What follows belongs to an exercise in optimizing a design on an open flow for small area; a production flow would make more cautious choices.
Where RTL was checked, it was by simulation tests only, not by an equivalence proof against the original.
Power figures rest on the tool's default switching activity, not on a simulated workload.

fjord:
==> flow/design.v <==
module LLIO
(
	input         CLK_50M,
	input         ENABLE,
	input         IO_LATCH_IN,
	output logic  IO_LATCH_OUT,
	input         IO_DATA_IN,
	output logic  IO_DATA_OUT,
	input         LLIO_SYNC,
	output        LLIO_EN,
	output [7:0]  LLIO_TYPE,
	output [23:0] LLIO_BUTTONS,
	output [47:0] LLIO_ANALOG
);
localparam [20:0] TIME_POLL = 21'd820000;
localparam [20:0] PC_INIT   = 21'd2087652;  
localparam [2:0] READ_IDLE    = 3'd0;
localparam [2:0] READ_POLL    = 3'd1;
localparam [2:0] WRITE_STATUS = 3'd2;
localparam [2:0] READ_STATUS  = 3'd3;
localparam [2:0] WRITE_MODES  = 3'd5;
localparam [2:0] READ_MODES   = 3'd6;
localparam [2:0] STATE_IDLE        = 3'd0;
localparam [2:0] STATE_WRITE_START = 3'd1;
localparam [2:0] STATE_WRITE       = 3'd2;
localparam [2:0] STATE_WRITE_END   = 3'd3;
localparam [2:0] STATE_READ_START  = 3'd4;
localparam [2:0] STATE_READ_WAIT   = 3'd5;
localparam [2:0] STATE_READ        = 3'd6;
localparam [2:0] STATE_READ_END    = 3'd7;
logic [20:0] cycle, poll_offset, poll_counter, sync_counter, poll_time;
logic [3:0]  cnt;         
logic [3:0]  read_byte;
logic        len13;
logic [47:0] chain;
logic [23:0] lljs_buttons;
logic [47:0] lljs_analog;
logic [7:0]  lljs_type;
logic        mode7;
logic latch, is_latched, data_in, data_out, enable;
logic old_sync, new_sync, old_data;
logic [2:0] stage, state;
assign LLIO_TYPE    = lljs_type;
assign LLIO_BUTTONS = lljs_buttons;
assign LLIO_ANALOG  = lljs_analog;
assign LLIO_EN      = enable;
assign IO_LATCH_OUT = ~latch;
assign IO_DATA_OUT  = ~latch | data_out;
function automatic [20:0] inc21(input [20:0] a);
	logic c;
	c = 1'b1;
	for (int i = 0; i < 21; i++) begin
		inc21[i] = a[i] ^ c;
		c = c & a[i];
	end
endfunction
function automatic ge22(input [21:0] a, input [21:0] b);
	logic c;
	c = 1'b1;
	for (int i = 0; i < 22; i++)
		c = (a[i] & ~b[i]) | ((a[i] | ~b[i]) & c);
	ge22 = c;
endfunction
function automatic [21:0] add21(input [20:0] a, input [20:0] b);
	logic c;
	c = 1'b0;
	for (int i = 0; i < 21; i++) begin
		add21[i] = a[i] ^ b[i] ^ c;
		c = (a[i] & b[i]) | ((a[i] | b[i]) & c);
	end
	add21[21] = c;
endfunction
wire        cond = enable && !ge22({1'b0, poll_offset}, {2'b0, poll_time[20:1]});
wire [21:0] lhs  = add21(sync_counter, cond ? poll_offset : 21'd0);
wire        trig = ge22(lhs, {1'b0, poll_time});
wire cmd_bit = (cnt[2:0] == 3'd0) ? stage[1] : ((cnt[2:0] == 3'd5) & stage[2]);
wire shift_en = (read_byte != 4'd6) && (read_byte != 4'd9) && (read_byte != 4'd12);
always_ff @(posedge CLK_50M) begin
	if (ENABLE) begin
	old_sync <= new_sync;
	new_sync <= LLIO_SYNC;
	cycle <= inc21(cycle);
	if (~latch) begin
		is_latched <= ~IO_LATCH_IN;
		old_data <= data_in;
		data_in <= IO_DATA_IN;
	end
	if (~old_sync && new_sync) begin
		sync_counter <= 0;
		poll_time <= poll_counter;
		poll_counter <= PC_INIT;
	end else begin
		sync_counter <= inc21(sync_counter);
		poll_counter <= inc21(poll_counter);
	end
	if (stage == READ_POLL || stage == READ_STATUS)
		poll_offset <= inc21(poll_offset);
	case (state)
		STATE_IDLE: begin
			cnt <= 4'd0;
			if (is_latched) begin
				enable <= 1'b1;
				cycle <= 0;
				read_byte <= 0;
				state <= STATE_READ_START;
			end else if (stage == WRITE_STATUS) begin
				if (cycle > 21'd500) begin
					cycle <= 0;
					state <= STATE_WRITE_START;
					stage <= READ_STATUS;
					len13 <= 1'b1;
				end
			end else if (stage == WRITE_MODES) begin
				if (cycle > 21'd500) begin
					cycle <= 0;
					stage <= READ_MODES;
					len13 <= 1'b0;
					state <= STATE_WRITE_START;
				end
			end else if (trig) begin
				if (stage != READ_IDLE) begin
					enable <= 1'b0;
					poll_time <= TIME_POLL;
					lljs_buttons <= 24'h0;
					lljs_type <= 8'h0;
					lljs_analog <= 48'h808080808080;
				end
				poll_offset <= 0;
				sync_counter <= 0;
				cycle <= 0;
				len13 <= 1'b0;
				state <= STATE_WRITE_START;
				stage <= READ_POLL;
			end
		end
		STATE_WRITE_START: begin
			if (cycle == 0) begin
				data_out <= 1'b0;
				latch <= 1'b1;
			end else if (cycle >= 21'd84) begin
				cycle <= 0;
				state <= STATE_WRITE;
			end
		end
		STATE_WRITE: begin
			if (cnt[3]) begin
				state <= STATE_WRITE_END;
				cycle <= 0;
			end else if (cycle == 0) begin
				data_out <= 1'b1;
			end else if (cycle == 21'd109) begin
				data_out <= ~cmd_bit;
			end else if (cycle >= 21'd224) begin
				cnt <= cnt + 1'b1;
				cycle <= 0;
			end
		end
		STATE_WRITE_END: begin
			if (cycle == 0)
				data_out <= 1'b1;
			else if (cycle == 21'd49)
				data_out <= 1'b0;
			else if (cycle == 21'd99) begin
				latch <= 1'b0;
			end else if (cycle >= 21'd249) begin
				state <= STATE_IDLE;
				cycle <= 0;
			end
		end
		STATE_READ_START: begin
			if (cycle >= 21'd150 && ~is_latched) begin
				cycle <= 0;
				if (stage == READ_POLL)
					stage <= WRITE_STATUS;
				state <= STATE_IDLE;
			end else if (cnt[3] & cnt[1]) begin  
				cycle <= 21'd10;
				cnt <= 4'd0;
				state <= STATE_READ;
			end else if (cycle >= 21'd84 && data_in) begin
				cnt <= cnt + 1'b1;
			end
		end
		STATE_READ_WAIT: begin
			cnt <= 4'd0;
			if (cycle > 21'd104 || ((cycle > 21'd25) && ~old_data && data_in)) begin
				cycle <= 0;
				state <= (len13 && read_byte != 4'd13) ? STATE_READ : STATE_READ_END;
			end
		end
		STATE_READ: begin
			if (~is_latched) begin
				cycle <= 0;
				state <= STATE_IDLE;
			end
			if (cycle == 21'd166) begin
				if (shift_en)
					chain <= {~data_in, chain[47:1]};
				cnt[2:0] <= cnt[2:0] + 1'b1;
			end else if (cycle >= 21'd224) begin
				cycle <= 0;
				if (cnt[2:0] == 3'd0) begin
					if (read_byte == 0) begin
						if (stage == READ_STATUS)
							lljs_type <= chain[47:40];
						else if (stage == READ_MODES)
							mode7 <= chain[47];
					end else if (read_byte == 4'd3)
						lljs_buttons <= chain[47:24];
					else if (read_byte == 4'd12)
						lljs_analog <= chain;
					read_byte <= read_byte + 1'd1;
					state <= STATE_READ_WAIT;
				end
			end
		end
		STATE_READ_END: begin
			if (cycle >= 21'd500) begin
				if (stage == READ_STATUS) begin
					if (mode7) begin
						lljs_buttons[10] <= lljs_buttons[10] | (lljs_analog[15:8] < 8'd50);
						lljs_buttons[11] <= lljs_buttons[10] | (lljs_analog[15:8] > 8'd200);
						lljs_buttons[12] <= lljs_buttons[10] | (lljs_analog[7:0]  < 8'd50);
						lljs_buttons[13] <= lljs_buttons[10] | (lljs_analog[7:0]  > 8'd200);
					end
					stage <= WRITE_MODES;
				end else begin
					stage <= READ_IDLE;
				end
				cycle <= 0;
				state <= STATE_IDLE;
			end
		end
	endcase
	end else begin
		cycle <= 0;
		cnt <= 0;
		poll_offset <= 0;
		poll_counter <= PC_INIT;
		sync_counter <= 0;
		poll_time <= TIME_POLL;
		read_byte <= 0;
		len13 <= 1'b0;
		is_latched <= 1'b0;
		data_in <= 1'b0;
		data_out <= 1'b0;
		old_data <= 1'b0;
		old_sync <= 1'b0;
		new_sync <= 1'b0;
		latch <= 1'b0;
		enable <= 1'b0;
		lljs_analog <= 0;
		lljs_buttons <= 0;
		mode7 <= 1'b0;
		lljs_type <= 0;
		state <= STATE_IDLE;
		stage <= READ_IDLE;
	end
end
endmodule
Settings: LEC_CHECK=0, CAP_MARGIN=20, CORE_MARGIN=2, CORE_UTILIZATION=40, PLACE_DENSITY=0.6, SLEW_MARGIN=20; clock period 20.0 ns.
run.sh (not shown) runs the stock make flow with config.mk's settings and CLKGATE_MAP_FILE= SYNTH_SCRIPT=/design/flow/synth_recipe.tcl, a recipe that flattens the netlist after the stock synthesis.
diff inputs: fjord => violet
-- flow/design.v --
<<< fjord, line 47
assign IO_LATCH_OUT = ~latch;
assign IO_DATA_OUT  = ~latch | data_out;
function automatic [20:0] inc21(input [20:0] a);
	logic c;
	c = 1'b1;
	for (int i = 0; i < 21; i++) begin
		inc21[i] = a[i] ^ c;
		c = c & a[i];
	end
endfunction
function automatic ge22(input [21:0] a, input [21:0] b);
	logic c;
	c = 1'b1;
	for (int i = 0; i < 22; i++)
		c = (a[i] & ~b[i]) | ((a[i] | ~b[i]) & c);
	ge22 = c;
endfunction
function automatic [21:0] add21(input [20:0] a, input [20:0] b);
	logic c;
	c = 1'b0;
	for (int i = 0; i < 21; i++) begin
		add21[i] = a[i] ^ b[i] ^ c;
		c = (a[i] & b[i]) | ((a[i] | b[i]) & c);
	end
	add21[21] = c;
endfunction
wire        cond = enable && !ge22({1'b0, poll_offset}, {2'b0, poll_time[20:1]});
wire [21:0] lhs  = add21(sync_counter, cond ? poll_offset : 21'd0);
wire        trig = ge22(lhs, {1'b0, poll_time});
wire cmd_bit = (cnt[2:0] == 3'd0) ? stage[1] : ((cnt[2:0] == 3'd5) & stage[2]);
wire shift_en = (read_byte != 4'd6) && (read_byte != 4'd9) && (read_byte != 4'd12);
>>> violet, line 47
assign IO_LATCH_OUT = ~latch;
assign IO_DATA_OUT  = ~latch | data_out;
wire        cond = enable && (poll_offset < poll_time[20:1]);
wire [21:0] lhs  = {1'b0, sync_counter} + (cond ? {1'b0, poll_offset} : 22'd0);
wire        trig = lhs >= {1'b0, poll_time};
wire cmd_bit = (cnt[2:0] == 3'd0) ? stage[1] : ((cnt[2:0] == 3'd5) & stage[2]);
wire shift_en = (read_byte != 4'd6) && (read_byte != 4'd9) && (read_byte != 4'd12);
<<< fjord, line 80
	old_sync <= new_sync;
	new_sync <= LLIO_SYNC;
	cycle <= inc21(cycle);
	if (~latch) begin
		is_latched <= ~IO_LATCH_IN;
>>> violet, line 56
	old_sync <= new_sync;
	new_sync <= LLIO_SYNC;
	cycle <= cycle + 1'b1;
	if (~latch) begin
		is_latched <= ~IO_LATCH_IN;
<<< fjord, line 91
		poll_counter <= PC_INIT;
	end else begin
		sync_counter <= inc21(sync_counter);
		poll_counter <= inc21(poll_counter);
	end
	if (stage == READ_POLL || stage == READ_STATUS)
		poll_offset <= inc21(poll_offset);
	case (state)
		STATE_IDLE: begin
>>> violet, line 67
		poll_counter <= PC_INIT;
	end else begin
		sync_counter <= sync_counter + 1'b1;
		poll_counter <= poll_counter + 1'b1;
	end
	if (stage == READ_POLL || stage == READ_STATUS)
		poll_offset <= poll_offset + 1'b1;
	case (state)
		STATE_IDLE: begin
==> comparison <==
- Post-synthesis adder-cell area fraction delta for violet relative to fjord: 5.2 points lower
- Measured against violet, the number of nets at the end of the flow of fjord comes out at 0.932 times the reference value.
- The standard cells in violet occupy more silicon area than those in fjord do.
- Looking at violet and fjord, the detailed-route wire length is a wash.
- Power dissipated in combinational cells for violet is higher than for fjord.
- Higher clock buffer count goes to violet over fjord.
- Going from fjord to violet, overall power of the completed layout rose by 100 uW; final critical path time including I/O delays and setup fell by 6.37 ns.
For violet, only the layout was checked, not whether the RTL still works.

==> separate check: timing with driven ports <==
No port has a modelled driver above. Below, the same layouts with a new extraction and two added sets of constraints.
Step 1 (the two cells are an assumption about what drives the block):
set clk [get_ports {CLK_50M}]
set_driving_cell -lib_cell sky130_fd_sc_hd__clkbuf_16 $clk
set_driving_cell -lib_cell sky130_fd_sc_hd__buf_2 [delete_from_list [all_inputs] $clk]
Step 2 adds t to the input delays and takes it off the output delays; t is the mean of the earliest and latest rising clock arrival at the registers after step 1. Input paths then give back, and output paths get back, about the clock's delay inside the block.
a / b / c = no drivers / after step 1 / after step 2; a / b = the first two.
| run | shift t [ns] | setup slack, ns | worst hold slack (ns) | latest minus earliest clock arrival (ns) | cell pins on the clock port's net |
|---|---|---|---|---|---|
| fjord | 0.613 | 7.157 / 7.157 / 7.157 | 0.450 / 0.450 / 0.450 | 0.020 / 0.019 | 1 |
| violet | 0.599 | 13.529 / 13.529 / 13.529 | 0.438 / 0.438 / 0.438 | 0.025 / 0.025 | 1 |
After both steps every run listed still meets setup and hold.
